Source: an optimization exercise on an open RTL-to-GDS flow (aim: small area and a short achievable clock period). Production flows keep margins and buffers that such runs may drop.
Where RTL was checked, it was by simulation tests only, not by an equivalence proof against the original.
Power and IR drop assume default switching activity.

== trial 18 ==
## ula
module ula(
    input clk14,			 
	 input reset,			 
    input [15:0] a,		 
    input [7:0] din,		 
	 output [7:0] dout,	 
    input mreq_n,			 
    input iorq_n,			 
    input rd_n,			 
    input wr_n,			 
	 input rfsh_n,			 
	 output clkcpu,		 
	 output msk_int_n,	 
    output [13:0] va,	  
	 input [7:0] vramdout, 
	 output [7:0] vramdin, 
    output vramoe,		 
    output vramcs,		  
    output vramwe,		 
    input ear,				   
    output mic,			    
    output spk,            
	 output [7:0] kbrows,    
    input [4:0] kbcolumns,	 
    output r,				
    output g,				 
    output b,				 
    output i,				 
	 output [7:0] rgbulaplus,	 
	 output ulaplus_enabled,	 
    output csync,			
    output hsync,
    output vsync
    );
==> flow/config.mk <==
export PLATFORM = sky130hd
export DESIGN_NAME = ula
export DESIGN_NICKNAME = ula
export VERILOG_FILES = /design/flow/design.v
export SDC_FILE = /design/flow/constraint.sdc
export NUM_CORES = 4
export LEC_CHECK = 0
export CAP_MARGIN = 20
export CORE_MARGIN = 2
export CORE_UTILIZATION = 40
export PLACE_DENSITY = 0.6
export SETUP_SLACK_MARGIN = 4.6
export SLEW_MARGIN = 20
export SYNTH_HIERARCHICAL = 1
export SYNTH_MINIMUM_KEEP_SIZE = 0
export TNS_END_PERCENT = 100
==> flow/constraint.sdc <==
create_clock -name core_clock -period 10.0 [get_ports {clk14}]
set_input_delay 2.0000 -clock core_clock [delete_from_list [all_inputs] [get_ports {clk14}]]
set_output_delay 2.0000 -clock core_clock [all_outputs]
set_load 0.01 [all_outputs]
standard.sh (not shown) runs the stock make flow with config.mk's settings and CLKGATE_MAP_FILE= SYNTH_SCRIPT=/design/flow/synth_recipe.tcl, a recipe that flattens the netlist after the stock synthesis.
==> flow/flow/run.sh <==
#!/bin/bash
# Layout flow: the standard flow (standard.sh, ORFS) with three changes
# made through ORFS's own variables:
#  - ports are buffered with sky130_fd_sc_hd__buf_1 rather than the delay
#    buffer buffer_ports picks by default;
#  - clock tree synthesis uses clkbuf_16 sink clusters and no dummy loads;
#  - everything else as in the standard flow (synthesis unchanged).
# Each step's full output goes to a log file in this folder.
set -euo pipefail
export BUFFER_PORTS_ARGS="-buffer_cell sky130_fd_sc_hd__buf_1"
export CTS_ARGS="-sink_clustering_enable -repair_clock_nets -dont_use_dummy_load -buf_list sky130_fd_sc_hd__clkbuf_16 -sink_clustering_size 24 -sink_clustering_max_diameter 70"
bash standard.sh synth > synth.log 2>&1
bash standard.sh floorplan > floorplan.log 2>&1
bash standard.sh place > place.log 2>&1
bash standard.sh cts > cts.log 2>&1
bash standard.sh route > route.log 2>&1
bash standard.sh finish > finish.log 2>&1
Trial 18 completed end to end with timing, DRC and antenna clean.
Input changes introduced in build 88 (baseline for comparison: trial 18):
diff --git a/flow/design.v b/flow/design.v
--- a/flow/design.v
+++ b/flow/design.v
@@ -276,15 +276,14 @@
 			paletteaddr_reg <= fetchslot_next2 ? fetchaddr_next2 :
 			                   (clk7_rise && addrportsel && !wr_n) ? din[5:0] : ULAPlusAddrReg[5:0];
 		end
 	end
 	wire addrreg_wr = clk7_rise && addrportsel && !wr_n;
 	wire next_from_din = addrreg_wr && !fetchslot_next;
-	wire [5:0] ra = next_from_din ? din[5:0] : paletteaddr_reg;
-	wire [7:0] ra_hi = 8'b1 << ra[5:3];
-	wire [7:0] ra_lo = 8'b1 << ra[2:0];
+	wire [7:0] ra_hi = next_from_din ? (8'b1 << din[5:3]) : (8'b1 << paletteaddr_reg[5:3]);
+	wire [7:0] ra_lo = next_from_din ? (8'b1 << din[2:0]) : (8'b1 << paletteaddr_reg[2:0]);
 	wire palette_bypass = palettewe && ((reset ? 6'd0 : paletteaddr_reg) == ULAPlusAddrReg[5:0]);
 	wire [7:0] paletteread;
 	wire [7:0] paletteborder;
 	wire [7:0] palettefirst;	 
 	reg [7:0] palettedout;
 	always @(posedge clk14)
==> results.txt <==
Looking at trial 18 and build 88, the cell area is a wash. Diff trial 18 and build 88: count of different cell masters after synthesis lower in build 88. Sort trial 18 and build 88 by via count asc -> top: trial 18. For cell leakage power, trial 18 and build 88 come out practically identical. The total power was comparable across trial 18 and build 88. Setup slack: build 88 less than trial 18. Delta(final critical path time including I/O delays and setup, build 88 - trial 18) > 0. The power share of the clock group of build 88 exceeds that of trial 18 by 0.2 points.
Only the layout flow was run in build 88; the RTL was not checked for function there.

Starting RTL as in the previous note.
Settings: LEC_CHECK=0, CAP_MARGIN=20, CORE_MARGIN=2, CORE_UTILIZATION=40, PLACE_DENSITY=0.6, SETUP_SLACK_MARGIN=4.7, SLEW_MARGIN=20, SYNTH_HIERARCHICAL=1, SYNTH_MINIMUM_KEEP_SIZE=0, TNS_END_PERCENT=100; clock period 10.0 ns.
Scripts as last shown in full above: flow/flow/run.sh
The starting point completed with no timing, DRC or antenna violations.
Then changed:
--- a/flow/design.v
+++ b/flow/design.v
@@ -257,30 +257,18 @@
 	                      TimexHiColorMode ? {1'b1, dispaddr} : {4'b0110, vc[7:3], col};
 	assign va = ulaslot ? ulaaddr : a[13:0];
 	assign vramcs = ulaslot | (!cpublock & !a[15] & a[14] & !mreq_n);
 	assign vramoe = ulaslot ? !hc[0] : (!cpublock & !rd_n);
 	assign vramwe = !ulaslot & !cpublock & !wr_n;
 	wire fetchslot = Border_n && hc[3] && hc[1];
 	wire palettewe = dataportsel && !wr_n && (ULAPlusAddrReg[7:6]==2'b00) && !fetchslot;
-	reg fetchslot_next;
-	reg [5:0] paletteaddr_reg;
-	wire fetchslot_next2 = Border_n && hc[3] && (hc[1] ^ hc[0]);
-	wire [7:0] AttrReg_next = AttrLatch_fall ? vramdout : AttrReg;
-	wire [5:0] fetchaddr_next2 = hc[0] ? { AttrReg_next[7:6],1'b1,AttrReg_next[5:3] } : { AttrReg_next[7:6],1'b0,AttrReg_next[2:0] };
-	always @(posedge clk14) begin
-		if (reset) begin
-			fetchslot_next <= 0;
-			paletteaddr_reg <= 0;
-		end
-		else begin
-			fetchslot_next <= fetchslot_next2;
-			paletteaddr_reg <= fetchslot_next2 ? fetchaddr_next2 :
-			                   (clk7_rise && addrportsel && !wr_n) ? din[5:0] : ULAPlusAddrReg[5:0];
-		end
-	end
+	wire fetchslot_next = clk7 ? fetchslot : (Border_n && hc[3] && (hc[1] ^ hc[0]));
+	wire ink_next = hc[0] ^ !clk7;
+	wire [5:0] fetchaddr_next = ink_next ? { AttrReg[7:6],1'b0,AttrReg[2:0] } : { AttrReg[7:6],1'b1,AttrReg[5:3] };
+	wire [5:0] paletteaddr_reg = fetchslot_next ? fetchaddr_next : ULAPlusAddrReg[5:0];
 	wire addrreg_wr = clk7_rise && addrportsel && !wr_n;
 	wire next_from_din = addrreg_wr && !fetchslot_next;
 	wire [5:0] ra = next_from_din ? din[5:0] : paletteaddr_reg;
 	wire [7:0] ra_hi = 8'b1 << ra[5:3];
 	wire [7:0] ra_lo = 8'b1 << ra[2:0];
 	wire palette_bypass = palettewe && ((reset ? 6'd0 : paletteaddr_reg) == ULAPlusAddrReg[5:0]);
 	wire [7:0] paletteread;
@@ -385,21 +373,15 @@
 		else if (clk7_rise) begin
 			if (addrportsel && !wr_n)
 				ULAPlusAddrReg <= din;
 			else if (dataportsel && !wr_n && ULAPlusAddrReg[7:6]==2'b01)
 				ULAPlusConfig <= din[0];
 		end
 	end
-	reg [7:0] idle_dout;
-	wire Border_n_next = clk7_fall ? !((vc[7] & vc[6]) | vc[8] | hc[8]) : Border_n;
-	always @(posedge clk14)
-		if (reset)
-			idle_dout <= 0;
-		else
-			idle_dout <= Border_n_next ? AttrReg_next : 8'hFF;
+	wire [7:0] idle_dout = Border_n ? AttrReg : 8'hFF;	 
 	wire [7:0] data_dout = (ULAPlusAddrReg[7:6]==2'b01) ? {7'b0000000, ULAPlusConfig} :
 	                       (ULAPlusAddrReg[7:6]==2'b00) ? palettedout : idle_dout;
 	ula_dout cpu_dout (
 		.a(a), .mreq_n(mreq_n), .iorq_n(iorq_n), .rd_n(rd_n),
 		.vramdout(vramdout), .ear(ear), .kbcolumns(kbcolumns),
 		.timex(TimexHiColorMode), .addrreg(ULAPlusAddrReg), .data_dout(data_dout), .idle_dout(idle_dout),
 		.dout(dout)
=> Combinational power went up by a little under a tenth; clock power went up by a few percent; sequential power went down by a few percent; hold slack is better by 0.0031 ns; critical path depth went up by 8; cell area went up slightly; synthesized area went down slightly; total power stays flat; count of clock-buffer cells in the layout went up by 2; fmax went down slightly; wire length went up by a few percent; core utilization went up by 1.7 points; global-route usage went up by 0.53 points; sequential share of layout area went down by 2.1 points.
Only the layout flow was run in the second run of this note; the RTL was not checked for function there.

## red
Another version of the RTL of ula (not shown whole).
For scale: about 2100 cells after synthesis, roughly 640 flip-flops, about 110 I/O pins.
Settings: LEC_CHECK=0, CAP_MARGIN=20, CORE_MARGIN=2, CORE_UTILIZATION=65, PLACE_DENSITY=0.75, SETUP_SLACK_MARGIN=4.6, SLEW_MARGIN=20, TNS_END_PERCENT=10; clock period 10.0 ns.
Scripts as last shown in full above: flow/flow/run.sh
Changes in blue relative to red:
-- flow/design.v --
<<< red, line 1
module ram64bytes(
    input clk,
>>> blue, line 1
`timescale 1ns / 1ps
module ram64bytes(
    input clk,
<<< red, line 4
    input [7:0] din,
    input we,
    input [5:0] ra,
    output [7:0] douta,
    input [2:0] rb,
>>> blue, line 5
    input [7:0] din,
    input we,
    input [7:0] ra_hi,	 
    input [7:0] ra_lo,	 
    output [7:0] douta,
    input [2:0] rb,
<<< red, line 11
	reg [7:0] mem[0:63];
	always @(posedge clk) if (we) mem[wa] <= din;
	wire [7:0] hi = 8'b1 << ra[5:3];
	wire [7:0] lo = 8'b1 << ra[2:0];
	wire [7:0] lb = 8'b1 << rb;
	reg [7:0] a, b;
>>> blue, line 13
	reg [7:0] mem[0:63];
	always @(posedge clk) if (we) mem[wa] <= din;
	wire [7:0] lb = 8'b1 << rb;
	reg [7:0] a, b;
<<< red, line 19
		a = 8'h00;
		for (k = 0; k < 64; k = k + 1)
			a = a | (mem[k] & {8{hi[k/8] & lo[k%8]}});
		b = 8'h00;
		for (k = 0; k < 8; k = k + 1)
>>> blue, line 19
		a = 8'h00;
		for (k = 0; k < 64; k = k + 1)
			a = a | (mem[k] & {8{ra_hi[k/8] & ra_lo[k%8]}});
		b = 8'h00;
		for (k = 0; k < 8; k = k + 1)
<<< red, line 266
	wire [5:0] fetchaddr_next = ink_next ? { AttrReg[7:6],1'b0,AttrReg[2:0] } : { AttrReg[7:6],1'b1,AttrReg[5:3] };
	wire addrreg_wr = clk7_rise && addrportsel && !wr_n;
	wire [5:0] addrreg_next = reset ? 6'd0 : addrreg_wr ? din[5:0] : ULAPlusAddrReg[5:0];
	wire [5:0] paletteaddr_next = fetchslot_next ? fetchaddr_next : addrreg_next;
	wire palette_bypass = palettewe && (reset ? (ULAPlusAddrReg[5:0] == 6'd0) :
	                                    (!fetchslot_next || fetchaddr_next == ULAPlusAddrReg[5:0]));
>>> blue, line 266
	wire [5:0] fetchaddr_next = ink_next ? { AttrReg[7:6],1'b0,AttrReg[2:0] } : { AttrReg[7:6],1'b1,AttrReg[5:3] };
	wire addrreg_wr = clk7_rise && addrportsel && !wr_n;
	wire next_from_din = addrreg_wr && !fetchslot_next && !reset;
	wire [5:0] paletteaddr_reg = reset ? 6'd0 : fetchslot_next ? fetchaddr_next : ULAPlusAddrReg[5:0];
	wire [7:0] ra_hi = next_from_din ? (8'b1 << din[5:3]) : (8'b1 << paletteaddr_reg[5:3]);
	wire [7:0] ra_lo = next_from_din ? (8'b1 << din[2:0]) : (8'b1 << paletteaddr_reg[2:0]);
	wire palette_bypass = palettewe && (reset ? (ULAPlusAddrReg[5:0] == 6'd0) :
	                                    (!fetchslot_next || fetchaddr_next == ULAPlusAddrReg[5:0]));
<<< red, line 280
		.din(din),
		.we(palettewe),
		.ra(paletteaddr_next),
		.douta(paletteread),
		.rb(BorderColor),
>>> blue, line 282
		.din(din),
		.we(palettewe),
		.ra_hi(ra_hi),
		.ra_lo(ra_lo),
		.douta(paletteread),
		.rb(BorderColor),
Findings:
blue went all the way through synthesis, placement and routing and the layout is clean on timing, DRC and antenna. Sequential share of cell area | blue below red. Looking at classification of the worst setup path, the in -> reg result is from red; the in -> out one comes from blue. Changes observed in blue relative to red: global-route wire length before repair shrank by about 2%; detailed placer's ending HPWL dropped about 5%; maximum VDD drop went down by 24%; switching part of the total ~0 delta.
Function not checked in blue: the RTL went through the layout flow alone.

-- afterwards: timing with drivers on the ports --
The flow's constraints put no driver on any port. The routed layouts listed below were extracted and timed again, unchanged, in two steps.
Step 1 (the two cells are an assumption about what drives the block):
set clk [get_ports {clk14}]
set_driving_cell -lib_cell sky130_fd_sc_hd__clkbuf_16 $clk
set_driving_cell -lib_cell sky130_fd_sc_hd__buf_2 [delete_from_list [all_inputs] $clk]
Step 2, shift: input delay + t, output delay - t, t = (earliest + latest rising clock arrival at the registers) / 2. This alone moves slack from input paths to output paths.
Three values: ideal ports, drivers, drivers and shift; two values: the first two.
run | shift t [ns] | slack for setup (ns) | pins driven straight from the clock port
trial 18 | 0.622 | 4.609 / 4.587 / 4.113 | 1
build 88 | 0.633 | 4.577 / 4.613 / 3.980 | 1
the first run of note 2 | 0.621 | 4.666 / 4.635 / 4.202 | 1
the second run of note 2 | 0.637 | 4.587 / 4.595 / 3.961 | 1
red | 0.637 | 4.280 / 4.301 / 3.664 | 1
blue | 0.648 | 4.143 / 4.088 / 3.548 | 1
After both steps every run listed still meets setup and hold. For the second run of note 2, which loses most, drivers alone change the setup slack by +0.008 ns; drivers and shift together by -0.626 ns.
